This is an optimization exercise on Yosys and OpenROAD, whose aim is small area, a short achievable clock period and few clock cycles, not a production implementation.
Only simulation tests tie the RTL to the original design; equivalence was not proved.
Power and IR drop assume default switching activity.

===== design/flow/config.mk =====
export PLATFORM = sky130hd
export DESIGN_NAME = sc_core
export DESIGN_NICKNAME = sc_core
export VERILOG_FILES = /design/flow/design.v
export SDC_FILE = /design/flow/constraint.sdc
export NUM_CORES = 4
export LEC_CHECK = 0
export CAP_MARGIN = 20
export CORE_MARGIN = 2
export CORE_UTILIZATION = 40
export PLACE_DENSITY = 0.6
export SETUP_SLACK_MARGIN = 0.2
export SLEW_MARGIN = 20

===== design/flow/constraint.sdc =====
create_clock -name core_clock -period 16.0 [get_ports {clk}]
set_input_delay 3.2000 -clock core_clock [delete_from_list [all_inputs] [get_ports {clk}]]
set_output_delay 3.2000 -clock core_clock [all_outputs]
set_load 0.01 [all_outputs]

===== design/flow/design.v =====
`timescale 1ns / 1ps
`default_nettype none
module register_file
  (
    input wire clk_in,
    input wire rst_in,
    input wire [4:0] rs1_in,
    input wire [4:0] rs2_in,
    input wire [4:0] wa_in,
    input wire we_in,
    input wire [31:0] wd_in,
    output logic [31:0] rd1_out,
    output logic [31:0] rd2_out
  );
  logic [31:0] registers [31:0];
  always_ff @(posedge clk_in) begin
    if (rst_in) begin
      for (integer i = 1; i < 32; i = i + 1) begin
        registers[i] <= 0;
      end
    end else if (we_in && wa_in != 0) begin
      registers[wa_in] <= wd_in;
    end
  end
  always_comb begin
    rd1_out = (rs1_in == 0) ? 32'b0 : registers[rs1_in];
    rd2_out = (rs2_in == 0) ? 32'b0 : registers[rs2_in];
  end
endmodule
`default_nettype wire
`timescale 1ns / 1ps
`default_nettype none
module sc_core(
  input wire clk,
  input wire rst,
  output logic [15:0] imem_addr,
  input wire [31:0] imem_rdata,
  output logic [6:0] dmem_addr,
  output logic dmem_we,
  output logic [31:0] dmem_wdata,
  input wire [31:0] dmem_rdata,
  output logic halted
);
  localparam int NB = 4;    
  localparam int TW = 10;   
  logic [15:0] fa;                        
  logic        s1_v, s2_v;                
  logic [15:0] s1_np, s2_np;              
  logic        s1_bt, s2_bt;              
  logic [1:0]  s1_bi, s2_bi;              
  logic        q0_v, q1_v;
  logic [31:0] q0_w, q1_w;
  logic [15:0] q0_np, q1_np;
  logic        q0_bt, q1_bt;
  logic [1:0]  q0_bi, q1_bi;
  logic [31:0] pc_d;                      
  logic [NB-1:0] btb_v;
  logic [TW-1:0] btb_tag [NB];
  logic [TW-1:0] btb_tgt [NB];
  logic [1:0]    btb_rr;
  logic        x_v;
  logic [31:0] x_a, x_b, x_alt;
  logic        x_fa, x_fb;                
  logic        x_add, x_sub, x_and, x_or, x_xor, x_slt, x_sltu;
  logic        x_sll, x_sra, x_srl, x_selalt;
  logic        x_br, x_jalrg, x_pred;
  logic [2:0]  x_f3;
  logic        x_wr;                      
  logic [4:0]  x_rd;
  logic [TW-1:0] x_tag;
  logic [1:0]  x_bi;
  logic        l0_v, l1_v, l2_v;
  logic [4:0]  l0_rd, l1_rd, l2_rd;
  logic        wb_v;
  logic [4:0]  wb_rd;
  logic [31:0] wb_val;
  logic          f_hit;
  logic [1:0]    f_bi;
  logic [TW-1:0] f_tgt;
  logic [15:0]   f_pred;
  always_comb begin
    f_hit = 1'b0;
    f_bi = 2'd0;
    f_tgt = '0;
    for (int i = 0; i < NB; i++) begin
      if (btb_v[i] && btb_tag[i] == fa[TW-1:0]) begin
        f_hit = 1'b1;
        f_bi = f_bi | 2'(i);
        f_tgt = f_tgt | btb_tgt[i];
      end
    end
    f_pred = f_hit ? {fa[15:TW], f_tgt} : fa + 16'd1;
  end
  assign imem_addr = fa;
  logic [31:0] ir;
  assign ir = q0_w;
  logic [6:0] opc;
  logic [2:0] f3;
  logic [6:0] f7;
  logic [4:0] rs1, rs2, rdf;
  assign opc = ir[6:0];
  assign f3  = ir[14:12];
  assign f7  = ir[31:25];
  assign rs1 = ir[19:15];
  assign rs2 = ir[24:20];
  assign rdf = ir[11:7];
  logic is_op, is_opi, is_ld, is_st, is_br, is_jal, is_jalr, is_lui, is_auipc;
  assign is_op    = opc == 7'b0110011;
  assign is_opi   = opc == 7'b0010011 || opc == 7'b1110011;
  assign is_ld    = opc == 7'b0000011;
  assign is_st    = opc == 7'b0100011;
  assign is_br    = opc == 7'b1100011;
  assign is_jal   = opc == 7'b1101111;
  assign is_jalr  = opc == 7'b1100111;
  assign is_lui   = opc == 7'b0110111;
  assign is_auipc = opc == 7'b0010111;
  logic is_zero;
  assign is_zero = ir == 32'b0;
  logic jalr0, jalrg;                     
  assign jalr0 = is_jalr && rs1 == 5'd0;
  assign jalrg = is_jalr && rs1 != 5'd0;
  logic [31:0] imm_i, imm_s, imm_b, imm_u, imm_j;
  assign imm_i = {20'b0, ir[31:20]};
  assign imm_s = {20'b0, ir[31:25], ir[11:7]};
  assign imm_b = {19'b0, ir[31], ir[30:25], ir[7], ir[11:8], 1'b0};
  assign imm_u = {ir[31:12], 12'b0};
  assign imm_j = {{11{ir[31]}}, ir[31], ir[19:12], ir[20], ir[30:21], 1'b0};
  logic d_wr, d_alu_wr;                   
  assign d_wr = (is_op || is_opi || is_ld || is_jal || is_jalr || is_lui || is_auipc) && rdf != 5'd0;
  assign d_alu_wr = d_wr && !is_ld;
  logic a_add, a_sub, a_and, a_or, a_xor, a_slt, a_sltu, a_sll, a_sra, a_srl;
  always_comb begin
    a_add = 0; a_sub = 0; a_and = 0; a_or = 0; a_xor = 0;
    a_slt = 0; a_sltu = 0; a_sll = 0; a_sra = 0; a_srl = 0;
    if (is_op) begin
      if (f7 == 7'h00) begin
        case (f3)
          3'd0: a_add = 1;
          3'd1: a_sll = 1;
          3'd2: a_slt = 1;
          3'd3: a_sltu = 1;
          3'd4: a_xor = 1;
          3'd5: a_sra = 1;                
          3'd6: a_or = 1;
          3'd7: a_and = 1;
        endcase
      end else if (f7 == 7'h20) begin
        if (f3 == 3'd0) a_sub = 1;
        if (f3 == 3'd5) a_srl = 1;        
      end
    end else if (is_opi) begin
      case (f3)
        3'd0: a_add = 1;
        3'd1: a_sll = ir[31:25] == 7'h00;
        3'd2: a_slt = 1;
        3'd3: a_sltu = 1;
        3'd4: a_xor = 1;
        3'd5: begin
          a_sra = ir[31:25] == 7'h00;
          a_srl = ir[31:25] == 7'h04;
        end
        3'd6: a_or = 1;
        3'd7: a_and = 1;
      endcase
    end else if (is_lui || is_auipc || jalrg) begin
      a_add = 1;
    end
  end
  logic [31:0] rf1, rf2, v1, v2;
  register_file registers(
    .clk_in(clk),
    .rst_in(rst),
    .rs1_in(rs1),
    .rs2_in(rs2),
    .wa_in(wb_rd),
    .we_in(wb_v),
    .wd_in(wb_val),
    .rd1_out(rf1),
    .rd2_out(rf2)
  );
  assign v1 = (wb_v && wb_rd == rs1) ? wb_val : rf1;
  assign v2 = (wb_v && wb_rd == rs2) ? wb_val : rf2;
  logic need_x1, need_x2, need_d1, need_d2;
  assign need_x1 = rs1 != 5'd0 && (is_op || is_opi || is_br || jalrg);
  assign need_x2 = rs2 != 5'd0 && (is_op || is_br);
  assign need_d1 = rs1 != 5'd0 && (is_ld || is_st);
  assign need_d2 = rs2 != 5'd0 && is_st;
  logic xw1, xw2, l01, l02, l11, l12, l21, l22;
  assign xw1 = x_v && x_wr && x_rd == rs1;
  assign xw2 = x_v && x_wr && x_rd == rs2;
  assign l01 = l0_v && l0_rd == rs1;
  assign l02 = l0_v && l0_rd == rs2;
  assign l11 = l1_v && l1_rd == rs1;
  assign l12 = l1_v && l1_rd == rs2;
  assign l21 = l2_v && l2_rd == rs1;
  assign l22 = l2_v && l2_rd == rs2;
  logic stall;
  assign stall = is_zero
              || (need_x1 && (l01 || l11))
              || (need_x2 && (l02 || l12))
              || (need_d1 && (xw1 || l01 || l11 || l21))
              || (need_d2 && (xw2 || l02 || l12 || l22))
              || (d_alu_wr && l1_v)
              || (d_alu_wr && l0_v && l0_rd == rdf);
  logic [31:0] pc4, tgt, npc;
  logic [31:0] imm_pc;
  assign imm_pc = is_jal ? imm_j : is_br ? imm_b : imm_u;
  assign pc4 = pc_d + 32'd4;
  assign tgt = pc_d + imm_pc;
  always_comb begin
    if (is_jal) npc = tgt;
    else if (jalr0) npc = {imm_i[31:1], 1'b0};
    else if (is_br && q0_bt) npc = tgt;
    else npc = pc4;
  end
  logic [31:0] xa, xb;
  assign xa = x_fa ? wb_val : x_a;
  assign xb = x_fb ? wb_val : x_b;
  logic [31:0] sum;
  assign sum = xa + (x_sub ? ~xb : xb) + {31'b0, x_sub};
  logic signed [31:0] sxa, sxb;
  assign sxa = xa;
  assign sxb = xb;
  logic eq, lts, ltu;
  assign eq  = xa == xb;
  assign lts = sxa < sxb;
  assign ltu = xa < xb;
  logic big;
  assign big = |xb[31:5];
  logic [31:0] shl, shr_l, shr_a;
  assign shl   = big ? 32'b0 : (xa << xb[4:0]);
  assign shr_l = big ? 32'b0 : (xa >> xb[4:0]);
  logic signed [31:0] sra_v;
  assign sra_v = sxa >>> xb[4:0];
  assign shr_a = big ? {32{xa[31]}} : sra_v;
  logic [31:0] alu;
  always_comb begin
    alu = ({32{x_add | x_sub}} & sum)
        | ({32{x_and}} & (xa & xb))
        | ({32{x_or}}  & (xa | xb))
        | ({32{x_xor}} & (xa ^ xb))
        | ({32{x_sll}} & shl)
        | ({32{x_sra}} & shr_a)
        | ({32{x_srl}} & shr_l)
        | {31'b0, (x_slt & lts) | (x_sltu & ltu)};
  end
  logic [31:0] x_res;
  assign x_res = x_selalt ? x_alt : alu;
  logic taken;
  always_comb begin
    case (x_f3)
      3'd0: taken = eq;
      3'd1: taken = !eq;
      3'd4: taken = lts;
      3'd5: taken = !lts;
      3'd6: taken = ltu;
      3'd7: taken = !ltu;
      default: taken = 1'b0;
    endcase
  end
  logic xr;                               
  logic [31:0] xr_pc;
  assign xr = x_v && ((x_br && taken != x_pred) || x_jalrg);
  assign xr_pc = x_jalrg ? {sum[31:1], 1'b0} : x_alt;
  logic issue, dr, drop;
  assign issue = q0_v && !stall && !xr;
  assign dr = q0_v && !xr && !is_zero && !jalrg && (npc[17:2] != q0_np);
  assign drop = s2_v && q0_v && !issue && q1_v && !xr && !dr;
  logic [15:0] fa_n;
  always_comb begin
    if (xr) fa_n = xr_pc[17:2];
    else if (dr) fa_n = npc[17:2];
    else if (drop) fa_n = q1_np;
    else fa_n = f_pred;
  end
  logic fl;                               
  assign fl = xr || dr || drop;
  always_ff @(posedge clk) begin
    if (rst) begin
      fa <= 16'd0;
      s1_v <= 1'b0;
      s2_v <= 1'b0;
    end else begin
      fa <= fa_n;
      s1_v <= !fl;
      s2_v <= s1_v && !fl;
    end
    s1_np <= f_pred;
    s1_bt <= f_hit;
    s1_bi <= f_bi;
    s2_np <= s1_np;
    s2_bt <= s1_bt;
    s2_bi <= s1_bi;
  end
  always_ff @(posedge clk) begin
    if (rst) begin
      q0_v <= 1'b0;
      q1_v <= 1'b0;
    end else if (xr) begin
      q0_v <= 1'b0;
      q1_v <= 1'b0;
    end else if (dr) begin
      q1_v <= 1'b0;
      if (issue) q0_v <= 1'b0;
      else q0_np <= npc[17:2];
    end else if (q0_v && !issue) begin
      if (!q1_v && s2_v) begin
        q1_v <= 1'b1;
        q1_w <= imem_rdata;
        q1_np <= s2_np;
        q1_bt <= s2_bt;
        q1_bi <= s2_bi;
      end
    end else if (q1_v) begin
      q0_v <= 1'b1;
      q0_w <= q1_w;
      q0_np <= q1_np;
      q0_bt <= q1_bt;
      q0_bi <= q1_bi;
      q1_v <= s2_v;
      q1_w <= imem_rdata;
      q1_np <= s2_np;
      q1_bt <= s2_bt;
      q1_bi <= s2_bi;
    end else begin
      q0_v <= s2_v;
      q0_w <= imem_rdata;
      q0_np <= s2_np;
      q0_bt <= s2_bt;
      q0_bi <= s2_bi;
    end
  end
  always_ff @(posedge clk) begin
    if (rst) pc_d <= 32'd0;
    else if (xr) pc_d <= xr_pc;
    else if (issue) pc_d <= npc;
  end
  logic [8:0] maddr;
  assign maddr = v1[8:0] + (is_st ? imm_s[8:0] : imm_i[8:0]);
  always_ff @(posedge clk) begin
    if (rst) begin
      x_v <= 1'b0;
      l0_v <= 1'b0;
      l1_v <= 1'b0;
      l2_v <= 1'b0;
      wb_v <= 1'b0;
      dmem_we <= 1'b0;
      halted <= 1'b0;
    end else begin
      x_v <= issue;
      l0_v <= issue && is_ld && rdf != 5'd0;
      l1_v <= l0_v;
      l2_v <= l1_v;
      wb_v <= (x_v && x_wr) || l2_v;
      dmem_we <= issue && is_st;
      if (q0_v && is_zero && !xr && !pc_d[31] && pc_d != 32'd0) halted <= 1'b1;
    end
    l0_rd <= rdf;
    l1_rd <= l0_rd;
    l2_rd <= l1_rd;
    wb_rd <= l2_v ? l2_rd : x_rd;
    wb_val <= l2_v ? dmem_rdata : x_res;
    dmem_addr <= maddr[8:2];
    dmem_wdata <= v2;
    x_a <= is_lui ? imm_u : is_auipc ? tgt : v1;
    x_b <= (is_opi || is_jalr) ? imm_i : (is_op || is_br) ? v2 : 32'b0;
    x_fa <= need_x1 && (xw1 || l21);
    x_fb <= need_x2 && (xw2 || l22);
    x_add <= a_add;
    x_sub <= a_sub;
    x_and <= a_and;
    x_or <= a_or;
    x_xor <= a_xor;
    x_slt <= a_slt;
    x_sltu <= a_sltu;
    x_sll <= a_sll;
    x_sra <= a_sra;
    x_srl <= a_srl;
    x_selalt <= is_jal || is_jalr;
    x_br <= is_br;
    x_jalrg <= jalrg;
    x_pred <= q0_bt;
    x_f3 <= f3;
    x_wr <= d_alu_wr;
    x_rd <= rdf;
    x_alt <= (is_br && !q0_bt) ? tgt : pc4;
    x_tag <= pc_d[TW+1:2];
    x_bi <= q0_bi;
  end
  logic          bw_en, bw_v, bw_alloc;
  logic [1:0]    bw_i;
  logic [TW-1:0] bw_tag, bw_tgt;
  always_comb begin
    bw_en = 1'b0; bw_v = 1'b0; bw_alloc = 1'b0;
    bw_i = btb_rr; bw_tag = x_tag; bw_tgt = x_alt[TW+1:2];
    if (x_v && x_br && taken != x_pred) begin
      bw_en = 1'b1;
      if (taken) begin
        bw_v = 1'b1; bw_alloc = 1'b1; bw_i = btb_rr;
      end else begin
        bw_v = 1'b0; bw_i = x_bi;
      end
    end else if (dr) begin
      bw_en = 1'b1;
      bw_tag = pc_d[TW+1:2];
      bw_tgt = npc[TW+1:2];
      if (is_jal || jalr0 || is_br) begin
        bw_v = 1'b1;
        bw_alloc = !q0_bt;
        bw_i = q0_bt ? q0_bi : btb_rr;
      end else begin
        bw_v = 1'b0;
        bw_i = q0_bi;
      end
    end
  end
  always_ff @(posedge clk) begin
    if (rst) begin
      btb_v <= '0;
      btb_rr <= 2'd0;
    end else if (bw_en) begin
      btb_v[bw_i] <= bw_v;
      if (bw_alloc) btb_rr <= btb_rr + 2'd1;
    end
    if (bw_en) begin
      btb_tag[bw_i] <= bw_tag;
      btb_tgt[bw_i] <= bw_tgt;
    end
  end
endmodule
`default_nettype wire

===== design/flow/run.sh =====
#!/bin/bash
# synth_recipe.tcl (not shown) runs the flow's synth.tcl, then flattens the netlist and writes it again
# the make line also repeats each setting of config.mk as NAME=value (left out here)
make -C /OpenROAD-flow-scripts/flow DESIGN_CONFIG=/design/flow/config.mk WORK_HOME=/design/flow/orfs CLKGATE_MAP_FILE= SYNTH_SCRIPT=/design/flow/synth_recipe.tcl finish

==> results of run 1 <==
-- report_power, final --
part	switching [mW]	internal, mW	leakage (nW)	total (mW)
logic	1.46	0.962	16.8	2.43
clock network	1.72	2.25	2.73	3.96
registers	0.200	4.54	15.1	4.74
-- through the flow --
stage / worst slack [ns] / instances
floorplan: 7.72 / 6857
global placement: 8.06 / 9393
detailed placement: 7.86 / 9393
CTS: 7.77 / 9702
global route: 7.59 / 9704
finish: 8.17 / 9713
-- logic make-up (layout without fill, tap and decap cells) --
logic type	count (synthesis)	in the layout	share of synthesized area
simple gates	2156	2156	0.135
xor+xnor	227	227	0.0232
fa+ha+maj	172	172	0.0253
other cells	1	42	0.0000437
flops	1546	1546	0.502
mux	925	925	0.203
buf+inv	734	759	0.0331
compound gates	1065	1065	0.0790
-- registers in the layout, indices dropped and copies added, names as in the netlist, 7 cells and up, named ones only --
| register | count |
|---|---|
| registers.registers | 1024 |
| btb_tag | 40 |
| btb_tgt | 40 |
| dmem_wdata | 32 |
| pc_d | 32 |
| q0_w | 32 |
| q1_w | 32 |
| wb_val | 32 |
| x_a | 32 |
| x_alt | 32 |
| x_b | 32 |
| fa | 16 |
| q0_np | 16 |
| q1_np | 16 |
| s1_np | 16 |
| s2_np | 16 |
| x_tag | 10 |
| dmem_addr | 7 |
-- placed cells by master, fill, tap and decap left out, drive strengths merged, types with 72 or more instances in the layout --
cell,count
clkinv,75
mux4,640
nand3,72
mux2i,175
clkdlybuf4s50,121
edfxtp,1206
mux2,110
buf,194
dfxtp,340
ha,170
inv,141
nor2,360
nand2,388
xor2,78
clkbuf,210
a21oi,289
xnor2,149
and2,1008
o21ai,318
nor3,89
-- how the worst min path moves through the flow --
stage,startpoint,end,cells past startpoint
2_1_floorplan,s1_bi[0]$_SDFF_PP1_,s2_bi[0]$_DFF_P_,0
3_3_place_gp,s1_np[11]$_DFF_P_,s2_np[11]$_DFF_P_,0
3_5_place_dp,s1_np[0]$_DFF_P_,s2_np[0]$_DFF_P_,0
4_1_cts,s1_np[12]$_DFF_P_,s2_np[12]$_DFF_P_,0
5_1_grt,s1_np[4]$_DFF_P_,s2_np[4]$_DFF_P_,0
6_report,s1_np[13]$_DFF_P_,s2_np[13]$_DFF_P_,0
-- final cells by class --
class	count	area [um2]	area share
Timing Repair Buffer	315	2760	0.0287
Antenna cell	10	25.0	0.000260
Clock buffer	210	4510	0.0470
Sequential cell	1546	43100	0.448
Tap cell	2821	3530	0.0367
Inverter	135	520	0.00542
Clock inverter	99	1060	0.0111
Multi-Input combinational cell	4577	40600	0.423
-- critical path, delay by kind of cell (launching register included) --
| family | cells | cell delay (ns) |
|---|---|---|
| and+or+nand+nor | 7 | 3.04 |
| AOI/OAI and AO/OA | 7 | 2.10 |
| buffers and inverters | 2 | 1.13 |
| adders and majority gates | 2 | 0.48 |
| DFF | 1 | 0.47 |
| xor gates and xnor gates | 1 | 0.19 |
-- layer usage --
| layer | vias to the layer above | wire length [um] | track usage |
|---|---|---|---|
| met5 | - | 45 | 0 |
| met4 | 8 | 19400 | 0.156 |
| met3 | 686 | 24200 | 0.0465 |
| met2 | 3022 | 151000 | 0.467 |
| met1 | 30800 | 121000 | 0.363 |
| li1 | 25400 | - | - |
==> results.txt, run 1 <==
* Status: no timing/DRC/antenna violations
* Most instantiated cells after synthesis: sky130_fd_sc_hd__edfxtp_1 (1206), sky130_fd_sc_hd__and2_1 (1008), sky130_fd_sc_hd__mux4_2 (640), sky130_fd_sc_hd__clkbuf_1 (498), sky130_fd_sc_hd__nand2_1 (388)
* Number of cells produced by synthesis: 6826
- Measured in cells, the most critical reg-to-reg path has a length of 19.
- At the worst endpoint, the required time is 16.45 ns.
* 1st-pass router iterations: 6
- Gates resized during post-CTS repair numbered 0.
- Number of antenna violations at the first check in global routing: 13
* Setup clock skew after layout: 0.0631 ns
- The congestion estimate from routability-driven global placement came to 0.999.
- CTS Buffer Depth: 3
- Total overflow reported by the global router: 0
- The floorplan step defined a die boundary enclosing 218000 um2.
* Crit path capture type: flop
- Cells taking the most area after synthesis: sky130_fd_sc_hd__edfxtp_1 (42%), sky130_fd_sc_hd__mux4_2 (17%), sky130_fd_sc_hd__dfxtp_1 (7.9%)
* Worst-case hold slack: around 0.33 ns
* Number of buffers inserted by hold repair at cts: 0
- Measured on the finished design, the core utilization comes to 0.452.
- Final setup violation count: 0
- The region available for standard cell placement spans 213000 um2.
- Final hold violations: 0
- Buffer count from post-CTS setup fixing: 0
* Post-route antenna net violation count: 0
* Detailed router's first-iteration violation count: approximately 7400
- Overall Power: 11.1 mW
- The worst-case IR drop observed on VDD is 100 uV.
- Entering global routing, the biggest net connects 136 pins.
- I/O pin total: 123
- Counting flops with a built-in enable in the synthesized netlist gives 1206.
* Slew at the pin with the worst max-slew slack: about 1.2 ns
- Maximum operating frequency: 128 MHz
- Number of clock buffers inserted by TritonCTS: 167
* Total Wirelength: 315000 um
- The synthesized design spends more area on one cell type than any other, namely sky130_fd_sc_hd__edfxtp_1.
* Most frequently used flop master after synthesis: sky130_fd_sc_hd__edfxtp_1
- Mean cell area of the mapped netlist: 12.6 um2
* Filler cell count: 19000
- Period minus WS final: between 7 and 8 ns
* Total negative slack: 0 ns
* Layout net count: roughly 7000
- In the global route stage, overall resource usage came out at 0.286.
- Fraction of layout cells with a size suffix above 1: 0.196
- After synthesis, the share of flip-flops with an asynchronous set or reset is 0.
- TritonCTS built the clock tree.
- In this run the core area contains 169 standard-cell rows.
- Detailed routing inserted a total of between 50000 and 60000 vias.
- The HPWL after detailed placement is 206000 um.
- Leakage power: approximately 35 nW
- Cell area reported after detailed placement: ~90000 um2
* Hold Crit Class: flop to flop
* Crit path launch: q0_w[3]$_DFFE_PN_
- Via count of the first global-routing pass: 59500
- The startpoint identified for the worst register-to-register timing path is q0_w[3]$_DFFE_PN_.
- RSZ-0062 raised after global routing: no
- The die is 467 um wide.
* Clock insertion delay at the later pin of the skew report: around 0.86 ns
* WS Path Type: flop to flop
- The floorplan step set the die height to around 470 um.
- Total number of yosys warnings: 2
- Maximum single-stage delay on the critical path: 0.77 ns
* Cell Area, Synth: around 86000 um2
- For flop-to-flop paths, the worst setup slack is 8.17 ns.
* Area grow syn2layout: 12.0%
- Of the available clock period, the critical path in the final layout requires 0.489.
- In this run the worst path has a maximum fanout of 28.
- Vias per cell: 6.17
- The worst pin sits at a relative slew slack of 0.179.
- The worst setup path is launched from a flop.
- The clock drives 1546 sinks.
* Pwr dens: 116 nW/um2
- Post-route standard cell area excluding fillers: about 96000 um2
- First-pass GRT wire length: about 440000 um
- Yosys instantiated no cell more often than sky130_fd_sc_hd__edfxtp_1.
* Number of I/O port buffers: roughly 120
* Worst-path clk slew: around 0.06 ns
* Sequential element share of the synthesized area: 0.502
* Count of different cell masters after synthesis: 100
* Ordered cell list for the critical path: nor4bb_1, nand2_1, inv_1, a22o_1, ha_1, a21oi_2, o21ai_1, o221a_2, or3_1, a32oi_1, xor2_1, nand3_1, nor4_2, a21bo_1, buf_4, or3_1, o311a_4, ha_1, nor2b_4
- The H-tree generated during clock tree synthesis spans 4 levels.
- Endpoint of the most critical setup path: btb_tag[3][0]$_DFFE_PP_
- The share of synthesized area in the top cell type comes to 0.422.
- Data on the critical path arrives at its endpoint at 8.28 ns.
- CTS placed an instance of sky130_fd_sc_hd__clkbuf_16 at the clock tree root.
- Effective utilization at floorplan: 0.404
- Slowest cell on the critical path: sky130_fd_sc_hd__nor4bb_1
* Remaining design rule violation count: 0
- Across the run, the number of max-cap violations was 0.
- Pins Over Slew Limit: 0
* Wire per inst: 32.5 um
- The synthesized design contains 1546 register bits.
- The worst register-to-register path ends at btb_tag[3][0]$_DFFE_PP_.
Testbench counts, summed over its fixed seeds: cycles 158,961.
==> run 2: changes to the inputs <==
--- a/design/flow/design.v
+++ b/design/flow/design.v
@@ -12,19 +12,27 @@
     output logic [31:0] rd1_out,
     output logic [31:0] rd2_out
   );
-  logic [31:0] registers [31:0];
+  logic [31:0] registers [31:1];
+  logic [31:1] valid;
+  always_ff @(posedge clk_in) begin
+    if (we_in && wa_in != 0) begin
+      registers[wa_in] <= wd_in;
+    end
+  end
   always_ff @(posedge clk_in) begin
     if (rst_in) begin
-      for (integer i = 1; i < 32; i = i + 1) begin
-        registers[i] <= 0;
-      end
+      valid <= '0;
     end else if (we_in && wa_in != 0) begin
-      registers[wa_in] <= wd_in;
+      valid[wa_in] <= 1'b1;
     end
   end
   always_comb begin
-    rd1_out = (rs1_in == 0) ? 32'b0 : registers[rs1_in];
-    rd2_out = (rs2_in == 0) ? 32'b0 : registers[rs2_in];
+    rd1_out = 32'b0;
+    rd2_out = 32'b0;
+    for (integer i = 1; i < 32; i = i + 1) begin
+      rd1_out = rd1_out | ({32{rs1_in == i && valid[i]}} & registers[i]);
+      rd2_out = rd2_out | ({32{rs2_in == i && valid[i]}} & registers[i]);
+    end
   end
 endmodule
 `default_nettype wire
@@ -62,7 +70,7 @@
   logic [31:0] x_a, x_b, x_alt;
   logic        x_fa, x_fb;                
   logic        x_add, x_sub, x_and, x_or, x_xor, x_slt, x_sltu;
-  logic        x_sll, x_sra, x_srl, x_selalt;
+  logic        x_sll, x_sra, x_sh, x_selalt;
   logic        x_br, x_jalrg, x_pred;
   logic [2:0]  x_f3;
   logic        x_wr;                      
@@ -213,35 +221,57 @@
     else if (is_br && q0_bt) npc = tgt;
     else npc = pc4;
   end
+  logic [17:0] ck_b;
+  logic [15:0] ck_a, ck_bb, ck_c, ck_k;
+  always_comb begin
+    if (is_jal) ck_b = imm_j[17:0];
+    else if (is_br && q0_bt) ck_b = imm_b[17:0];
+    else ck_b = 18'd4;
+  end
+  assign ck_a = pc_d[17:2];
+  assign ck_bb = ck_b[17:2];
+  assign ck_c = q0_np;
+  assign ck_k = {(ck_a[14:0] & ck_bb[14:0]) | ((ck_a[14:0] | ck_bb[14:0]) & ~ck_c[14:0]),
+                 pc_d[1] & ck_b[1]};
+  logic np_ok;
+  assign np_ok = jalr0 ? (q0_np == imm_i[17:2]) : ((ck_a ^ ck_bb ^ ck_c) == ck_k);
   logic [31:0] xa, xb;
   assign xa = x_fa ? wb_val : x_a;
   assign xb = x_fb ? wb_val : x_b;
+  logic [32:0] sum33;
   logic [31:0] sum;
-  assign sum = xa + (x_sub ? ~xb : xb) + {31'b0, x_sub};
-  logic signed [31:0] sxa, sxb;
-  assign sxa = xa;
-  assign sxb = xb;
+  assign sum33 = {1'b0, xa} + {1'b0, x_sub ? ~xb : xb} + {32'b0, x_sub};
+  assign sum = sum33[31:0];
   logic eq, lts, ltu;
   assign eq  = xa == xb;
-  assign lts = sxa < sxb;
-  assign ltu = xa < xb;
+  assign ltu = !sum33[32];
+  assign lts = (xa[31] != xb[31]) ? xa[31] : ltu;
   logic big;
   assign big = |xb[31:5];
-  logic [31:0] shl, shr_l, shr_a;
-  assign shl   = big ? 32'b0 : (xa << xb[4:0]);
-  assign shr_l = big ? 32'b0 : (xa >> xb[4:0]);
-  logic signed [31:0] sra_v;
-  assign sra_v = sxa >>> xb[4:0];
-  assign shr_a = big ? {32{xa[31]}} : sra_v;
+  logic [31:0] sh_in, sh_r, sh_out, shl;
+  logic fill;
+  always_comb begin
+    for (int i = 0; i < 32; i++) sh_in[i] = x_sll ? xa[31 - i] : xa[i];
+  end
+  assign fill = x_sra && xa[31];
+  always_comb begin
+    sh_r = sh_in;
+    for (int k = 0; k < 5; k++) begin
+      if (xb[k]) sh_r = (sh_r >> (1 << k)) | ({32{fill}} << (32 - (1 << k)));
+    end
+    if (big) sh_r = {32{fill}};
+  end
+  always_comb begin
+    for (int i = 0; i < 32; i++) shl[i] = sh_r[31 - i];
+  end
+  assign sh_out = x_sll ? shl : sh_r;
   logic [31:0] alu;
   always_comb begin
-    alu = ({32{x_add | x_sub}} & sum)
+    alu = ({32{x_add}} & sum)
         | ({32{x_and}} & (xa & xb))
         | ({32{x_or}}  & (xa | xb))
         | ({32{x_xor}} & (xa ^ xb))
-        | ({32{x_sll}} & shl)
-        | ({32{x_sra}} & shr_a)
-        | ({32{x_srl}} & shr_l)
+        | ({32{x_sh}}  & sh_out)
         | {31'b0, (x_slt & lts) | (x_sltu & ltu)};
   end
   logic [31:0] x_res;
@@ -264,7 +294,7 @@
   assign xr_pc = x_jalrg ? {sum[31:1], 1'b0} : x_alt;
   logic issue, dr, drop;
   assign issue = q0_v && !stall && !xr;
-  assign dr = q0_v && !xr && !is_zero && !jalrg && (npc[17:2] != q0_np);
+  assign dr = q0_v && !xr && !is_zero && !jalrg && !np_ok;
   assign drop = s2_v && q0_v && !issue && q1_v && !xr && !dr;
   logic [15:0] fa_n;
   always_comb begin
@@ -366,8 +396,8 @@
     x_b <= (is_opi || is_jalr) ? imm_i : (is_op || is_br) ? v2 : 32'b0;
     x_fa <= need_x1 && (xw1 || l21);
     x_fb <= need_x2 && (xw2 || l22);
-    x_add <= a_add;
-    x_sub <= a_sub;
+    x_add <= a_add || a_sub;
+    x_sub <= a_sub || a_slt || a_sltu || is_br;
     x_and <= a_and;
     x_or <= a_or;
     x_xor <= a_xor;
@@ -375,7 +405,7 @@
     x_sltu <= a_sltu;
     x_sll <= a_sll;
     x_sra <= a_sra;
-    x_srl <= a_srl;
+    x_sh <= a_sll || a_sra || a_srl;
     x_selalt <= is_jal || is_jalr;
     x_br <= is_br;
     x_jalrg <= jalrg;
@@ -416,11 +446,11 @@
   end
   always_ff @(posedge clk) begin
     if (rst) begin
-      btb_v <= '0;
       btb_rr <= 2'd0;
+      btb_v <= '0;
     end else if (bw_en) begin
-      btb_v[bw_i] <= bw_v;
       if (bw_alloc) btb_rr <= btb_rr + 2'd1;
+      btb_v[bw_i] <= bw_v;
     end
     if (bw_en) begin
       btb_tag[bw_i] <= bw_tag;
==> design/flow/flow/run.sh (new file) <==
#!/bin/bash
set -euo pipefail
bash standard.sh SETUP_SLACK_MARGIN=11 finish > standard_flow.log 2>&1
==> design/flow/standard.sh (new file) <==
#!/bin/bash
# synth_recipe.tcl (not shown) runs the flow's synth.tcl, then flattens the netlist and writes it again
# the make line also repeats each setting of config.mk as NAME=value (left out here)
make -C /OpenROAD-flow-scripts/flow DESIGN_CONFIG=/design/flow/config.mk WORK_HOME=/design/flow/orfs CLKGATE_MAP_FILE= SYNTH_SCRIPT=/design/flow/synth_recipe.tcl "${@:-finish}"
--- a/design/flow/config.mk
+++ b/design/flow/config.mk
@@ -8,6 +8,7 @@
 export CAP_MARGIN = 20
 export CORE_MARGIN = 2
 export CORE_UTILIZATION = 40
+export CTS_CLUSTER_DIAMETER = 80
+export CTS_CLUSTER_SIZE = 24
 export PLACE_DENSITY = 0.6
-export SETUP_SLACK_MARGIN = 0.2
 export SLEW_MARGIN = 20
removed: design/flow/run.sh
==> results.txt, run 2 <==
- Register bit total from synthesis: 1535
- Crit path capture type: flop
- Final core utilization: 0.459
- The share of total power dissipated in sequential elements is 0.566.
* Hold Crit Class: flop to flop
- Worst reg2reg startpoint: x_fb$_DFF_P_
- Clock tree from TritonCTS: yes
- Synthesis handed over a netlist of around 6200 instances.
* Most frequently used flop master after synthesis: sky130_fd_sc_hd__edfxtp_1
- Max FO, Critical Path: 19
- For this configuration, the core starts out at a cell density of 0.403.
* Cells taking the most area after synthesis: sky130_fd_sc_hd__edfxtp_1 (48%), sky130_fd_sc_hd__dfxtp_1 (9.8%), sky130_fd_sc_hd__a22oi_1 (4.0%)
- The slowest stage of the critical path is the sky130_fd_sc_hd__or3_4 cell.
- Averaged over all synthesized cells, the footprint is 12.0 um2.
* Status: no timing/DRC/antenna violations
- The tool flagged a number of max-cap violations equal to 0.
- From synthesis to final layout, the design area changed by 13.8%.
* Chip height: 434 um
* RSZ-0062 raised after global routing: yes
- Detailed router's first-iteration violation count: 15600
* Fin crit share: 0.326
- Headroom to the max-slew limit came out at 0.155.
- Largest net degree at the start of global routing: 69
- In this run the most critical hold path is launched from s1_np[2]$_DFF_P_.
* CTS Buffer Depth: 3
- Floorplan die width: 434 um
* Total negative slack: 0 ns
* Cell Area, Synth: 74000 um2
- Largest registers: registers.registers x992, btb_tag x40, btb_tgt x40
* Ordered cell list for the critical path: buf_12, buf_12, buf_16, mux2i_1, ha_1, nor4_2, nand4_1, or3_1, a211o_1, o211ai_1, or3b_4, buf_6, nor2_4, buf_6, nor3_4, buf_12, nand2_4, o21a_4, ha_4, nand2_2, or3_4, o32ai_2
- Fraction of layout cells with a size suffix above 1: 0.136
- Of the post-synthesis cell area, the dominant cell type holds 0.476.
* Number of buffers inserted by hold repair at cts: 0
- Power share of the combinational group: 0.057
- For this run, the register share of the synthesized area comes to 0.574.
- Leaving out fill and tap cells, the most frequent cell in the layout is sky130_fd_sc_hd__edfxtp_1.
- Data required, critical path: 16.70 ns
- First-pass GRT wire length: between 400000 and 500000 um
- 1st-pass router iterations: 12
- Site row count: 157
* Total number of yosys warnings: 2
* Most flops, register: registers.registers
* Cell at the root of the clock tree: sky130_fd_sc_hd__clkbuf_16
* Power share of the clock group: 0.377
- Most instantiated cells after synthesis: sky130_fd_sc_hd__edfxtp_1 (1174), sky130_fd_sc_hd__a22oi_1 (390), sky130_fd_sc_hd__clkbuf_1 (362), sky130_fd_sc_hd__dfxtp_1 (361), sky130_fd_sc_hd__nor2_1 (350)
- Filler cell count: ~17000
* Arrival @ worst endpoint: ~5.9 ns
* Cell area reported after detailed placement: 78400 um2
- CTS H-Tree Depth: 3
- Wire per inst: 41.2 um
* Die Area: 189000 um2
- Share of synthesized registers carrying an async set or reset: 0
- For the worst-skew pair, the clock arrives at the later sink with an insertion delay of 0.82 ns.
- Summed over all layers, the global routing overflow is 0.
* WS Path Type: flop to flop
- For this run, the top clock speed supported by timing is 192 MHz.
- In this run, CTS created clock tree buffers numbering between 90 and 100.
- Detailed-route via count: 64600
- Layout net count: between 6000 and 7000
* HPWL after DPL: 211000 um
* Gr usage total: 0.369
* Critical Path Start Type: flop
- With fillers left out, the area of the finished cells amounts to 84200 um2.
* I/O pin total: approximately 120
- Pins Over Slew Limit: 0
- The analysis attributes to net switching a power of 1.92 mW.
- Leakage power: 30.7 nW
- After clock tree synthesis, the clock-pin slew on the worst setup and hold paths is ~0.09 ns.
- Cell taking the most area after synthesis: sky130_fd_sc_hd__edfxtp_1
- In this design, the critical path's most frequently occurring cell is sky130_fd_sc_hd__buf_12.
- Once detail routing completed, the nets flagged for antenna violations numbered 0.
- Yosys instantiated no cell more often than sky130_fd_sc_hd__edfxtp_1.
- For the pin with the worst max-slew slack, the measured transition is 1.26 ns.
- Total clock sinks: 1535
- Final hold violations: 0
* Core box area: approximately 180000 um2
- Most used cells in the layout excluding fill and tap cells: sky130_fd_sc_hd__edfxtp_1 (1174), sky130_fd_sc_hd__a22oi_1 (390), sky130_fd_sc_hd__dfxtp_1 (326)
- Post-synth EDFFs: 1174
* Final setup violation count: 0
* Period minus WS final: 5.21 ns
- VDD sags by at most 102 uV.
* Total Wirelength: 362000 um
- Maximum single-stage delay on the critical path: 0.43 ns
- Synthesis instantiated 97 different standard cells from the library.
- The register with the most flip-flops in the layout has 992 of them.
- Number of antenna violations at the first check in global routing: 16
- Internal power comes to 5.75 mW.
* Via count of the first global-routing pass: roughly 60000
- Final estimated routing congestion in global placement: 1.00
* Remaining design rule violation count: 0
- In this run the worst setup path begins at x_fb$_DFF_P_.
* Sw Share: 0.251
- Number of I/O port buffers: between 100 and 150
* Pwr dens: 91.0 nW/um2
- Setup clock skew after layout: between 0.06 and 0.07 ns
- Dividing the detail-routed via count by the number of cells gives 7.34.
- Summing internal, switching and leakage power gives ~7.7 mW.
[run 2: stage by stage]
step / hold slack [ns] / std cells / setup slack (ns)
after global placement: 0.311 / 8476 / 8.93
final: 0.335 / 8796 / 10.79
after floorplan: 0.310 / 6175 / 10.90
after CTS: 0.335 / 8719 / 10.95
after global routing: 0.341 / 8777 / 10.72
after detailed placement: 0.313 / 8476 / 8.74
[run 2: final cells by class]
class                   count  area, um2  area share
inverters                 170        653     0.00775
repair buffers            404       3940      0.0468
clock buffers             116       2640      0.0313
clock inverters            63        783     0.00930
flip-flops and latches   1535      42600       0.505
diodes                     20       50.0    0.000594
well taps                2464       3080      0.0366
repair inverters            2       13.8    0.000163
multi-input cells        4022      30500       0.362
[run 2: logic make-up (layout without fill, tap and decap cells)]
kind of cell / Yosys count / after routing / synth area share
other cells: 0 / 20 / 0
mux: 297 / 299 / 0.0473
buf+inv: 629 / 755 / 0.0328
simple gates: 1468 / 1477 / 0.100
fa+ha+maj: 169 / 169 / 0.0303
compound gates: 1826 / 1826 / 0.186
flops: 1535 / 1535 / 0.574
xor+xnor: 251 / 251 / 0.0297
[run 2: path summary, 6_finish.rpt]
check,cells after the start,slack [ns],end
setup / recovery,22,10.79,btb_v[1]$_SDFFE_PP0N_
hold / removal,0,0.34,s2_np[2]$_DFF_P_
setup reg to reg,22,10.79,btb_v[1]$_SDFFE_PP0N_
hold reg to reg,0,0.34,s2_np[2]$_DFF_P_
[run 2: repair_timing]
item | 4_1_cts | 5_1_grt
gates resized for setup | 169 | 98
setup buffers | 49 | 41
pin swaps | 24 | 30
endpoints found under the setup margin | 393 | 261
cloned | 15 | 15
[run 2: power by group through the flow]
stage,logic (mW),clock network [mW],registers (mW)
finish,0.434,2.89,4.34
global route,0.453,3.01,4.34
CTS,0.395,2.87,4.34
detailed placement,0.363,0,4.43
global placement,0.360,0,4.43
floorplan,0.222,0,4.41
[run 2: layer usage]
| metal | up-vias | GRT usage | wire (um) |
|---|---|---|---|
| met5 | - | 0.00130 | 51 |
| met4 | 8 | 0.209 | 27700 |
| met3 | 1615 | 0.151 | 62400 |
| met2 | 6883 | 0.496 | 139000 |
| met1 | 31500 | 0.497 | 132000 |
| li1 | 24600 | - | - |
[run 2: worst max-delay path: cells and delay by family (launching register included)]
kind                     cells  cell delay, ns
AO/OA/AOI/OAI                4            0.77
adder cells (fa/ha/maj)      2            0.60
buffers and inverters        6            0.85
flip-flops                   1            0.42
multiplexers                 1            0.36
AND/OR/NAND/NOR              9            2.12
Testbench counts of run 2, summed over its fixed seeds: cycles 158,961.
==> run 3: changes to the inputs <==
--- a/design/flow/design.v
+++ b/design/flow/design.v
@@ -444,17 +444,31 @@
       end
     end
   end
+  logic          bq_en, bq_v;
+  logic [1:0]    bq_i;
+  logic [TW-1:0] bq_tag, bq_tgt;
   always_ff @(posedge clk) begin
     if (rst) begin
+      bq_en <= 1'b0;
       btb_rr <= 2'd0;
+    end else begin
+      bq_en <= bw_en;
+      if (bw_en && bw_alloc) btb_rr <= btb_rr + 2'd1;
+    end
+    bq_v <= bw_v;
+    bq_i <= bw_i;
+    bq_tag <= bw_tag;
+    bq_tgt <= bw_tgt;
+  end
+  always_ff @(posedge clk) begin
+    if (rst) begin
       btb_v <= '0;
-    end else if (bw_en) begin
-      if (bw_alloc) btb_rr <= btb_rr + 2'd1;
-      btb_v[bw_i] <= bw_v;
+    end else if (bq_en) begin
+      btb_v[bq_i] <= bq_v;
     end
-    if (bw_en) begin
-      btb_tag[bw_i] <= bw_tag;
-      btb_tgt[bw_i] <= bw_tgt;
+    if (bq_en) begin
+      btb_tag[bq_i] <= bq_tag;
+      btb_tgt[bq_i] <= bq_tgt;
     end
   end
 endmodule
--- a/design/flow/config.mk
+++ b/design/flow/config.mk
@@ -8,7 +8,5 @@
 export CAP_MARGIN = 20
 export CORE_MARGIN = 2
 export CORE_UTILIZATION = 40
-export CTS_CLUSTER_DIAMETER = 80
-export CTS_CLUSTER_SIZE = 24
 export PLACE_DENSITY = 0.6
 export SLEW_MARGIN = 20
==> results.txt, run 3 <==
* Status: no timing/DRC/antenna violations
* Worst-case setup slack after placement: 8.81 ns
* Most frequently used flop master after synthesis: sky130_fd_sc_hd__edfxtp_1
- After the last flow step, the layout net total stands at about 6500.
- Yosys printed 2 warnings.
- Max transition margin: 0.0853
* Crit-path most repeated cell: sky130_fd_sc_hd__nor2_1
- STA classifies the critical path startpoint as a flop.
* Gr usage total: 0.362
* CTS H-Tree Depth: 4
* Data required, critical path: roughly 17 ns
- I/O pin total: 123
* Maximum capacitance violations: 0
- Mean cell area of the mapped netlist: 12.0 um2
* Total clock sinks: approximately 1600
- Max FO, Critical Path: 29
* Setup clock skew after layout: 0.102 ns
- The floorplan step set the die width to 435 um.
* Slowest cell on the critical path: sky130_fd_sc_hd__nor3_1
- 1st-pass router iterations: 13
- Number of clock buffers inserted by TritonCTS: 163
- Core box area: 185000 um2
- Post-synth top area share: 0.473
* Most common cell after layout, fill and taps aside: sky130_fd_sc_hd__edfxtp_1
- Arrival @ worst endpoint: 5.77 ns
- Die Area: 190000 um2
- Via count of the first global-routing pass: 60000
- Fraction of power consumed by sequential logic: 0.496
* Detailed router's first-iteration violation count: 14800
- In the final routed layout, each cell accounts on average for between 40 and 50 um.
- The finished layout holds about 8900 standard cells, fillers aside.
* Number of cells produced by synthesis: 6200
* Pins Over Slew Limit: 0
* Post-synthesis compound-gate area fraction: 0.181
- Cell at the root of the clock tree: sky130_fd_sc_hd__clkbuf_16
- For met3 alone, demand over resource in global routing was 0.153.
- The tightest min-delay check is of the flop to flop type.
- Measured against the total synthesized area, the mux share comes to 0.0491.
* XOR/XNOR Fraction of Synth Area: 0.0307
* WS Path Type: flop to flop
* Maximum operating frequency: 197 MHz
- For this run, design rule violations remaining after detail routing come to 0.
- Of the total synthesized cell area, the portion taken by AND, OR, NAND and NOR gates is 0.100.
* Final hold violations: 0
* Final estimated routing congestion in global placement: 1.03
* Clock tree from TritonCTS: yes
* Max reg flops: between 900 and 1000
* Largest net degree at the start of global routing: 72
* Worst-path clk slew: 0.06 ns
- Peak VDD IR: 120 uV
- Worst-case hold slack: about 0.32 ns
- Final setup violation count: 0
- The count of buffers added on input and output ports is 122.
* Share of synthesized registers carrying an async set or reset: 0
- Adding up every negative setup slack in the final design gives 0 ns.
* Area grow syn2layout: 15.7%
- Crit path capture type: flop
- Number of cells after detailed placement: 8545
* Met1 track demand over resource: 0.473
- Ordered cell list for the critical path: buf_16, mux2i_4, inv_1, ha_2, nor2_1, o31ai_1, a31o_2, nand4_1, o21a_4, mux2_4, nor3_1, o21ai_0, xnor2_1, nor2_1
* Most frequent cell after synthesis: sky130_fd_sc_hd__edfxtp_1
- Detailed-route via count: between 60000 and 70000
* Cells taking the most area after synthesis: sky130_fd_sc_hd__edfxtp_1 (47%), sky130_fd_sc_hd__dfxtp_1 (10%), sky130_fd_sc_hd__a22oi_1 (5.1%)
- Ranked by instance count, the synthesized netlist is headed by sky130_fd_sc_hd__edfxtp_1 (1174), sky130_fd_sc_hd__a22oi_1 (503), sky130_fd_sc_hd__dfxtp_1 (385), sky130_fd_sc_hd__clkbuf_1 (350), sky130_fd_sc_hd__nor2_1 (326).
* RSZ-0062 raised after global routing: yes
- Site row count: between 150 and 200
- In this run the remaining antenna-violating nets after routing total 0.
* Period minus WS final: just over 5 ns
- Of the total synthesized cell area, the portion taken by full adders, half adders and majority gates is 0.0303.
* Sequential element share of the synthesized area: 0.577
- Maximum single-stage delay on the critical path: around 1.1 ns
- In the finished design, the share of the clock period the worst path needs comes to 0.318.
- The analysis attributes to cell leakage a power of slightly below 30 nW.
- Of the total power, the clock network draws 0.452.
- By area, the combinational part of the netlist is dominated by compound AO/OA/AOI/OAI gates.
- The share of total power dissipated in combinational logic is 0.052.
* Total overflow reported by the global router: 0
- After legalization and detailed placement, the total HPWL measured 212000 um.
- From bottom edge to top edge, the die measures 435 um.
- Of all cell types, the one taking the most synthesized area is sky130_fd_sc_hd__edfxtp_1.
- Final WS setup: 10.92 ns
- After global routing, the most crowded layer is met2.
- Sw Share: 0.235
- The mapped netlist covers 74500 um2.
* Post-synth EDFFs: 1174
* Total Wirelength: about 360000 um
* GR Util met2: 0.480
- For this design the ratio of total power to cell area is 103 nW/um2.
- CTS Buffer Depth: 3
* Count of different cell masters after synthesis: 95
- In the layout the commonest cells are sky130_fd_sc_hd__edfxtp_1 (1174), sky130_fd_sc_hd__a22oi_1 (503), sky130_fd_sc_hd__dfxtp_1 (358).
- Fraction of layout cells with a size suffix above 1: 0.137
* Most flops, register: registers.registers
- Vias per cell: slightly above 7
- The later pin in the worst-skew pair is clocked with a latency of about 0.87 ns.
- Switching component of the power: between 2 and 2.5 mW
* First-pass GRT wire length: around 480000 um
- For the pin with the worst max-slew slack, the measured transition is 1.36 ns.
- The initial utilization of the core area, before any placement, comes to 0.402.
* Largest registers: registers.registers x992, btb_tag x40, btb_tgt x40
- Internal power: a little under 7 mW
- The number of antenna violations at the first check in global routing was 20.
* Register bit total from synthesis: 1559
## run 3: cell count changes after synthesis, sizes merged, moves of 12 or more
cell | before | now
a221oi | 306 | 250
a22o | 293 | 234
a22oi | 390 | 503
clkbuf | 362 | 350
dfxtp | 361 | 385
nand2 | 310 | 287
nand3 | 163 | 244
nor2 | 350 | 326
nor2b | 39 | 21
nor3 | 112 | 86
nor4 | 55 | 80
o21a | 15 | 27
o21ai | 171 | 193
## run 3: through the flow
| stage | instance area [um2] | utilization | power (mW) |
|---|---|---|---|
| CTS | 85500 | 0.461 | 8.86 |
| global placement | 79000 | 0.426 | 4.91 |
| finish | 86100 | 0.465 | 8.90 |
| detailed placement | 79000 | 0.426 | 4.92 |
| global route | 86100 | 0.465 | 9.07 |
| floorplan | 74600 | - | 4.73 |
## run 3: worst paths after layout
path / start / endpoint / slack [ns] / depth (start not counted)
worst max-delay path: x_fa$_DFF_P_ / btb_rr[0]$_SDFFE_PP0P_ / 10.92 / 14
worst min register to register: s1_np[3]$_DFF_P_ / s2_np[3]$_DFF_P_ / 0.32 / 0
worst min-delay path: s1_np[3]$_DFF_P_ / s2_np[3]$_DFF_P_ / 0.32 / 0
worst max register to register: x_fa$_DFF_P_ / btb_rr[0]$_SDFFE_PP0P_ / 10.92 / 14
## run 3: final cells by class
cell class	count	area, um2
multi-input combinational	4030	30200
tap	2480	3100
clock buffer	207	4450
antenna	6	15.0
sequential	1559	43000
clock inverter	94	1180
timing repair inverter	2	16.3
inverter	160	633
fill	16700	99100
timing repair buffer	380	3530
## run 3: cells by family (layout without fill, tap and decap cells)
logic type,count (synthesis),after routing
AOI/OAI and AO/OA,1811,1812
DFF,1559,1559
and+or+nand+nor,1473,1474
buffers and inverters,613,843
muxes,313,313
xor gates and xnor gates,261,261
adders and majority gates,170,170
other,0,6
## run 3: repair_timing
item	in CTS	in global routing
hold buffers	0	0
cloned	10	1
pin swaps	9	23
gates resized for setup	122	106
setup buffers	37	18
setup endpoints to repair	266	168
## run 3: critical path: cells and delay by family (launching register included)
kind            cells  cell delay [ns]
xor+xnor            1             0.24
mux                 2             0.68
flops               1             0.40
buf+inv             2             0.43
simple gates        4             1.41
compound gates      4             1.30
fa+ha+maj           1             0.42
## run 3: power groups by stage
stage	Clock [mW]	Combinational, mW	Sequential [mW]
6_report	4.02	0.464	4.42
5_1_grt	4.17	0.483	4.42
4_1_cts	4.01	0.435	4.41
3_5_place_dp	0	0.407	4.51
3_3_place_gp	0	0.404	4.51
2_1_floorplan	0	0.247	4.48
## run 3: per-layer routing
layer  part of all wire  vias up
met5            0.00036        -
met4              0.085       18
met3               0.17     1512
met2               0.38     6633
met1               0.36    31100
li1                   -    24800
Testbench counts of run 3, summed over its fixed seeds: cycles 158,294.
==> run 4: changes to the inputs <==
--- a/design/flow/design.v
+++ b/design/flow/design.v
@@ -444,31 +444,30 @@
       end
     end
   end
-  logic          bq_en, bq_v;
-  logic [1:0]    bq_i;
+  logic          bq_en, bq_v, bq_alloc;
+  logic [1:0]    bq_i, bq_w;
   logic [TW-1:0] bq_tag, bq_tgt;
   always_ff @(posedge clk) begin
-    if (rst) begin
-      bq_en <= 1'b0;
-      btb_rr <= 2'd0;
-    end else begin
-      bq_en <= bw_en;
-      if (bw_en && bw_alloc) btb_rr <= btb_rr + 2'd1;
-    end
+    if (rst) bq_en <= 1'b0;
+    else bq_en <= bw_en;
     bq_v <= bw_v;
+    bq_alloc <= bw_alloc;
     bq_i <= bw_i;
     bq_tag <= bw_tag;
     bq_tgt <= bw_tgt;
   end
+  assign bq_w = bq_alloc ? btb_rr : bq_i;
   always_ff @(posedge clk) begin
     if (rst) begin
+      btb_rr <= 2'd0;
       btb_v <= '0;
     end else if (bq_en) begin
-      btb_v[bq_i] <= bq_v;
+      if (bq_alloc) btb_rr <= btb_rr + 2'd1;
+      btb_v[bq_w] <= bq_v;
     end
     if (bq_en) begin
-      btb_tag[bq_i] <= bq_tag;
-      btb_tgt[bq_i] <= bq_tgt;
+      btb_tag[bq_w] <= bq_tag;
+      btb_tgt[bq_w] <= bq_tgt;
     end
   end
 endmodule
==> design/flow/flow/run.sh (replaced) <==
#!/bin/bash
set -euo pipefail
bash standard.sh SETUP_SLACK_MARGIN=11.4 finish > standard_flow.log 2>&1
--- a/design/flow/config.mk
+++ b/design/flow/config.mk
@@ -8,5 +8,7 @@
 export CAP_MARGIN = 20
 export CORE_MARGIN = 2
 export CORE_UTILIZATION = 40
+export CTS_CLUSTER_DIAMETER = 80
+export CTS_CLUSTER_SIZE = 24
 export PLACE_DENSITY = 0.6
 export SLEW_MARGIN = 20
==> results.txt, run 4 <==
- Status: no timing/DRC/antenna violations
* Area share of fa/ha/maj cells after synthesis: 0.0301
- RSZ-0062 raised after global routing: yes
* Clock tree from TritonCTS: yes
- Slowest cell on the critical path: sky130_fd_sc_hd__edfxtp_1
* CTS Buffer Depth: 3
- In the final layout, the share of cells above drive strength 1 is 0.155.
* Die Area: between 150000 and 200000 um2
- Most instantiated cells after synthesis: sky130_fd_sc_hd__edfxtp_1 (1174), sky130_fd_sc_hd__a22oi_1 (395), sky130_fd_sc_hd__dfxtp_1 (386), sky130_fd_sc_hd__nor2_1 (372), sky130_fd_sc_hd__clkbuf_1 (364)
- A synthesized cell averages around 12 um2.
- The floorplan has between 150 and 200 rows.
- The library cells used most frequently in the layout, excluding fill and tap cells, are sky130_fd_sc_hd__edfxtp_1 (1174), sky130_fd_sc_hd__a22oi_1 (395), sky130_fd_sc_hd__dfxtp_1 (351).
- XOR/XNOR Fraction of Synth Area: 0.0302
- Total negative slack: 0 ns
* Total Wirelength: approximately 360000 um
- In the global route stage, overall resource usage came out at 0.365.
* Final hold violations: 0
* Max reg flops: 992
* I/O pin total: between 100 and 150
- The later pin in the worst-skew pair is clocked with a latency of 0.83 ns.
- Hold_sp: s1_bi[0]$_SDFF_PP1_
- The worst setup path is of the flop to flop kind.
* Number of antenna violations at the first check in global routing: 15
* Cells taking the most area after synthesis: sky130_fd_sc_hd__edfxtp_1 (47%), sky130_fd_sc_hd__dfxtp_1 (10%), sky130_fd_sc_hd__a22oi_1 (4.0%)
* Leakage power: 28.9 nW
- The share of total power dissipated in sequential elements is 0.568.
- Data on the critical path is required at its endpoint by 16.65 ns.
- Cell depth of the worst min-delay path: 0
- Count of different cell masters after synthesis: 100
- Critical Path Start Type: flop
* Switching component of the power: 1.96 mW
- Chip height: between 400 and 500 um
- Post-synth EDFFs: 1174
- Worst-case setup slack after placement: approximately 8.6 ns
- Maximum single-stage delay on the critical path: between 0.5 and 0.6 ns
- Number of I/O port buffers: 122
- In the synthesized netlist the dominant register cell turns out to be sky130_fd_sc_hd__edfxtp_1.
- Crit-path most repeated cell: sky130_fd_sc_hd__buf_4
* Worst Reg-to-Reg Cells: 15
- Post-route antenna net violation count: 0
- Arrival @ worst endpoint: approximately 5.5 ns
- Post-synthesis compound-gate area fraction: 0.186
* Layout net count: 6606
* Floorplan die width: 436 um
- The core region is roughly 190000 um2.
* Total overflow reported by the global router: 0
* Most frequent cell after synthesis: sky130_fd_sc_hd__edfxtp_1
- Maximum operating frequency: 206 MHz
- Via count of the first global-routing pass: between 50000 and 60000
- Worst reg2reg setup slack: 11.15 ns
- Area grow syn2layout: 14.8%
* Worst flop-to-flop path endpoint: dmem_addr[5]$_DFF_P_
- Basic-gate share of the synthesized area counting and, or, nand and nor cells: 0.101
* Most common cell after layout, fill and taps aside: sky130_fd_sc_hd__edfxtp_1
- First-pass GRT wire length: 488000 um
- Detailed router's first-iteration violation count: 15100
- Cell taking the most area after synthesis: sky130_fd_sc_hd__edfxtp_1
* Worst reg2reg startpoint: q0_w[17]$_DFFE_PP_
* Crit path capture type: flop
* Sequential element share of the synthesized area: 0.574
* Hold Crit Class: flop to flop
- Power share of the combinational group: 0.061
* Ordered cell list for the critical path: buf_4, nor2_4, and3_2, buf_4, buf_4, a22oi_1, nand4_1, nor3_1, a21oi_4, ha_1, nand4_1, o311a_4, nand2b_4, a21oi_2, xnor2_2
- Headroom to the max-slew limit came out at 0.0804.
- Clock-pin slew was measured on the worst setup and hold paths at approximately 0.090 ns.
* Number of cells produced by synthesis: 6262
* Period minus WS final: 4.85 ns
* Final core utilization: 0.463
- Internal power comes to 5.83 mW.
* Cell at the root of the clock tree: sky130_fd_sc_hd__clkbuf_16
- Vias per cell: 7.25
- CTS H-Tree Depth: 3
- After detailed routing, the average wire length per cell comes to a little over 40 um.
- Cell Area, Synth: 74800 um2
- In the final layout, the registers with the most flip-flops are registers.registers x992, btb_tag x40, btb_tgt x40.
- CP delay by family, top: buffers and inverters
- Dominant combinational cell family by area after synthesis: compound AO/OA/AOI/OAI gates
- Detailed routing inserted a total of 64900 vias.
* Max FO, Critical Path: 19
- Of the total power, the clock network draws 0.371.
- Entering global routing, the biggest net connects 67 pins.
- Maximum capacitance violations: 0
- Total clock sinks: 1560
- The share of synthesized area in the top cell type comes to 0.471.
* Sw Share: 0.251
- For hold timing, the worst endpoint is s2_bi[0]$_DFF_P_.
- Peak VDD IR: 110 uV
- Pwr dens: between 90 and 100 nW/um2
* HPWL after DPL: 215000 um
- Register bit total from synthesis: 1560
* Number of buffers inserted by hold repair at cts: 0
- Share of synthesized registers carrying an async set or reset: 0
- On the final layout, the worst clock skew is 0.108 ns.
- Final WS setup: 11.15 ns
- Pins Over Slew Limit: 0
- Final setup violation count: 0
- Buffers inserted during clock tree synthesis total 96.
- Remaining design rule violation count: 0
- For this configuration, the core starts out at a cell density of 0.403.
- Proportion of synthesized area in mux cells: 0.0459
* Slew at the pin with the worst max-slew slack: 1.38 ns
- Fin crit share: 0.303
* Total number of yosys warnings: 2
* Sum of buffers and inverters on the critical path: 3
* Most flops, register: registers.registers
- 1st-pass router iterations: 10
- Routability-driven placement finished with a final weighted congestion of 1.00.
==> run 4: cell families (layout without fill, tap and decap cells) <==
family / after synthesis / after routing
muxes: 293 / 293
xor gates and xnor gates: 258 / 258
and+or+nand+nor: 1513 / 1515
adders and majority gates: 170 / 170
buffers and inverters: 617 / 803
DFF: 1560 / 1560
other: 0 / 16
AOI/OAI and AO/OA: 1851 / 1851
==> run 4: routing by layer <==
| layer | part of all wire | vias up | track usage |
|---|---|---|---|
| met5 | 0.00047 | - | 0 |
| met3 | 0.17 | 1576 | 0.149 |
| li1 | - | 25000 | - |
| met4 | 0.078 | 14 | 0.213 |
| met2 | 0.39 | 6740 | 0.489 |
| met1 | 0.37 | 31500 | 0.491 |
==> run 4: how the worst max path moves through the flow <==
stage | start | end | depth (start not counted)
floorplan | rst | q1_bi[0]$_DFFE_PP_ | 5
global placement | wb_val[0]$_DFF_P_ | q0_np[6]$_DFFE_PP_ | 14
detailed placement | wb_val[0]$_DFF_P_ | q0_np[2]$_DFFE_PP_ | 14
CTS | q0_w[15]$_DFFE_PP_ | dmem_addr[5]$_DFF_P_ | 17
global route | q0_w[15]$_DFFE_PP_ | dmem_addr[5]$_DFF_P_ | 17
finish | q0_w[17]$_DFFE_PP_ | dmem_addr[5]$_DFF_P_ | 15
==> run 4: power by group through the flow <==
| stage | registers, mW | logic [mW] | clock network [mW] |
|---|---|---|---|
| floorplan | 4.48 | 0.246 | 0 |
| global placement | 4.52 | 0.395 | 0 |
| detailed placement | 4.52 | 0.396 | 0 |
| CTS | 4.42 | 0.443 | 2.89 |
| global route | 4.42 | 0.500 | 3.02 |
| finish | 4.42 | 0.479 | 2.89 |
==> run 4: timing repair <==
item / CTS / global route
endpoints found under the setup margin: 362 / 236
pin swaps: 21 / 59
gates resized for setup: 348 / 168
buffers inserted: 66 / 69
gates cloned: 9 / 14
==> run 4: area by class of cell <==
cell class                      count  area (um2)
Fill cell                       16700       99700
Sequential cell                  1560       43100
Multi-Input combinational cell   4087       31200
Timing Repair Buffer              482        4490
Tap cell                         2480        3100
Clock buffer                      117        2550
Clock inverter                     61         867
Inverter                          142         549
Antenna cell                       16        40.0
Timing Repair inverter              1        6.26
==> run 4: stage by stage <==
stage	instances	power [mW]	instance area, um2	hold slack [ns]
after global placement	8593	4.91	79300	0.310
after CTS	8846	7.75	84200	0.332
after floorplan	6262	4.73	75000	0.310
after global routing	8933	7.95	85800	0.336
after detailed placement	8593	4.92	79300	0.312
final	8946	7.79	85900	0.328
Testbench counts of run 4, summed over its fixed seeds: cycles 158,294.
==> run 5: changes to the inputs <==
--- a/design/flow/design.v
+++ b/design/flow/design.v
@@ -50,7 +50,7 @@
   output logic halted
 );
   localparam int NB = 4;    
-  localparam int TW = 10;   
+  localparam int TW = 8;    
   logic [15:0] fa;                        
   logic        s1_v, s2_v;                
   logic [15:0] s1_np, s2_np;              
--- a/design/flow/config.mk
+++ b/design/flow/config.mk
@@ -7,8 +7,8 @@
 export LEC_CHECK = 0
 export CAP_MARGIN = 20
 export CORE_MARGIN = 2
-export CORE_UTILIZATION = 40
+export CORE_UTILIZATION = 50
 export CTS_CLUSTER_DIAMETER = 80
 export CTS_CLUSTER_SIZE = 24
-export PLACE_DENSITY = 0.6
+export PLACE_DENSITY = 0.65
 export SLEW_MARGIN = 20
==> results.txt, run 5 <==
- Status: no timing/DRC/antenna violations
- The Yosys step of the flow raised 2 warnings.
- Most frequently used flop master after synthesis: sky130_fd_sc_hd__edfxtp_1
- Crit-path most repeated cell: sky130_fd_sc_hd__buf_12
- First-pass GRT wire length: 467000 um
- Number of cells produced by synthesis: 6140
* Total clock sinks: 1538
* Final hold violations: 0
* Register area: between 40000 and 50000 um2
- The clock tree synthesis step divided the H-tree into 3 levels.
- Wire per inst: 41.9 um
* Gr usage total: 0.442
- Number of buffers inserted by hold repair at cts: 0
- Layout net count: 6493
- Summed over all cells, the static leakage comes to 30.3 nW.
- Most instantiated cells after synthesis: sky130_fd_sc_hd__edfxtp_1 (1158), sky130_fd_sc_hd__a22oi_1 (404), sky130_fd_sc_hd__dfxtp_1 (380), sky130_fd_sc_hd__clkbuf_1 (344), sky130_fd_sc_hd__nor2_1 (300)
- After synthesis, the mean cell area works out to 12.1 um2.
* Final estimated routing congestion in global placement: 1.01
* Maximum operating frequency: 210 MHz
- Critical Path Start Type: flop
- Most flops, register: registers.registers
* Filler cell count: 12000
- Number of I/O port buffers: ~120
* Power share of the combinational group: 0.069
* Post-synth EDFFs: 1158
- Arrival @ worst endpoint: 5.26 ns
* Most common cell after layout, fill and taps aside: sky130_fd_sc_hd__edfxtp_1
* Vias per cell: 7.77
- On the final layout, the worst clock skew is 0.0446 ns.
- For the pin with the worst max-slew slack, the measured transition is 1.22 ns.
- After detailed routing, the number of remaining DRC violations is 0.
- Of the total power, the clock network draws 0.348.
- Count of different cell masters after synthesis: approximately 110
- Area grow syn2layout: 13.8%
- GR Util met2: 0.590
- Measured on the finished design, the core utilization comes to 0.572.
* HPWL after DPL: 202000 um
- Data required, critical path: 16.49 ns
- The number of max-slew violations in the final report is 0.
* Fraction of layout cells with a size suffix above 1: 0.159
- Hold Crit Class: flop to flop
* Largest net degree at the start of global routing: 65
- Switching component of the power: 1.86 mW
* Ordered cell list for the critical path: buf_12, buf_16, buf_12, buf_6, mux2i_4, buf_4, ha_4, nor4_4, nand4_1, or3_1, a21oi_2, xnor2_1, nor2_2, a2111oi_4, buf_4, a21oi_4, buf_12, a2111oi_4, buf_6, a31o_4, buf_12, buf_12
* Chip height: 389 um
* Detailed-route via count: around 64000
- In this run the cell area of the synthesized design comes to 74000 um2.
- VDD sags by at most 85.5 uV.
- Sequential element share of the synthesized area: 0.572
- Most frequent cell after synthesis: sky130_fd_sc_hd__edfxtp_1
- Internal power: 5.65 mW
- The register with the most flip-flops in the layout has 992 of them.
* Number of antenna violations at the first check in global routing: 20
* WS Path Type: flop to flop
- Core box area: 147000 um2
* Cell at the root of the clock tree: sky130_fd_sc_hd__clkbuf_16
- The number of global-route vias before repair came to 59600.
- Worst-path clk slew: 0.10 ns
* Detailed router's first-iteration violation count: 14900
- Setup violations remaining at the end of the flow were counted as 0.
- Pwr dens: 89.1 nW/um2
- I/O pin total: 123
- Of the total power, registers draw 0.583.
* Maximum capacitance violations: 0
- Clock tree from TritonCTS: yes
* Post-route antenna net violation count: 0
* Total negative slack: 0 ns
- For this run, asynchronously set or reset flops after synthesis account for 0.
- Maximum single-stage delay on the critical path: 0.43 ns
* Effective utilization at floorplan: 0.503
==> run 5: cell types whose count changed after synthesis, sizes merged, moves of 14 or more <==
cell / previous run / this run
clkbuf: 364 / 344
nand2: 325 / 280
xnor2: 183 / 169
mux2: 70 / 97
nand4: 128 / 114
inv: 139 / 154
o21ai: 175 / 190
nor2: 373 / 302
a211oi: 67 / 51
a22o: 296 / 278
o22ai: 36 / 15
edfxtp: 1174 / 1158
==> run 5: path summary, 6_finish.rpt <==
| path | start | end | slack, ns | cells past startpoint |
|---|---|---|---|---|
| worst max register to register | x_fb$_DFF_P_ | q1_w[23]$_DFFE_PP_ | 11.23 | 22 |
| worst min register to register | s1_bt$_DFF_P_ | s2_bt$_DFF_P_ | 0.33 | 0 |
| worst min-delay path | s1_bt$_DFF_P_ | s2_bt$_DFF_P_ | 0.33 | 0 |
| worst max-delay path | x_fb$_DFF_P_ | q1_w[23]$_DFFE_PP_ | 11.23 | 22 |
==> run 5: final cells by class <==
type | count | area share
Antenna cell | 8 | 0.000238
Clock buffer | 109 | 0.0277
Clock inverter | 42 | 0.00707
Inverter | 155 | 0.00691
Multi-Input combinational cell | 3992 | 0.370
Sequential cell | 1538 | 0.504
Tap cell | 1930 | 0.0287
Timing Repair Buffer | 482 | 0.0557
==> run 5: through the flow <==
stage	cell area, um2	power (mW)	hold WS [ns]	cells	setup WS (ns)
4_1_cts	83000	7.44	0.334	8186	11.25
6_report	84300	7.51	0.333	8256	11.23
5_1_grt	84200	7.65	0.338	8248	11.19
3_3_place_gp	77700	4.89	0.310	7909	9.62
3_5_place_dp	77700	4.89	0.313	7909	9.63
2_1_floorplan	74300	4.71	0.310	6140	11.41
==> run 5: timing repair <==
| action | in CTS | in global routing |
|---|---|---|
| setup endpoints to repair | 348 | 244 |
| setup buffers | 106 | 53 |
| pin swaps | 33 | 46 |
| resized for setup | 322 | 168 |
| cloned | 20 | 8 |
==> run 5: kinds of logic after synthesis <==
kind of cell,share of synthesized area
adder cells (fa/ha/maj),0.0304
XOR/XNOR,0.0298
AO/OA/AOI/OAI,0.188
buffers and inverters,0.0332
multiplexers,0.0499
flip-flops,0.572
AND/OR/NAND/NOR,0.0968
==> run 5: power groups by stage <==
stage | Clock, mW | Sequential [mW] | Combinational [mW]
global route | 2.73 | 4.37 | 0.546
finish | 2.61 | 4.37 | 0.521
global placement | 0 | 4.47 | 0.420
floorplan | 0 | 4.43 | 0.281
CTS | 2.60 | 4.37 | 0.480
detailed placement | 0 | 4.47 | 0.425
==> run 5: layer usage <==
metal	share of wire	vias up
li1	-	24600
met1	0.35	30800
met2	0.38	6945
met3	0.18	1765
met4	0.084	24
met5	0.00059	-
==> run 5: worst max-delay path: cells and delay by family (launching register included) <==
kind,cells,cell delay [ns]
buf+inv,10,1.49
compound gates,5,0.95
simple gates,4,0.93
flops,1,0.41
mux,1,0.32
fa+ha+maj,1,0.22
xor+xnor,1,0.15
Testbench counts of run 5, summed over its fixed seeds: cycles 158,294.

Re-timed with assumed drivers on the ports (clkbuf_16 on the clock, buf_2 on other inputs), run 5 has 11.227 ns of setup slack against 11.227 ns with ideal ports, and 10.760 ns once port delays also move by the mid clock arrival of 0.833 ns.
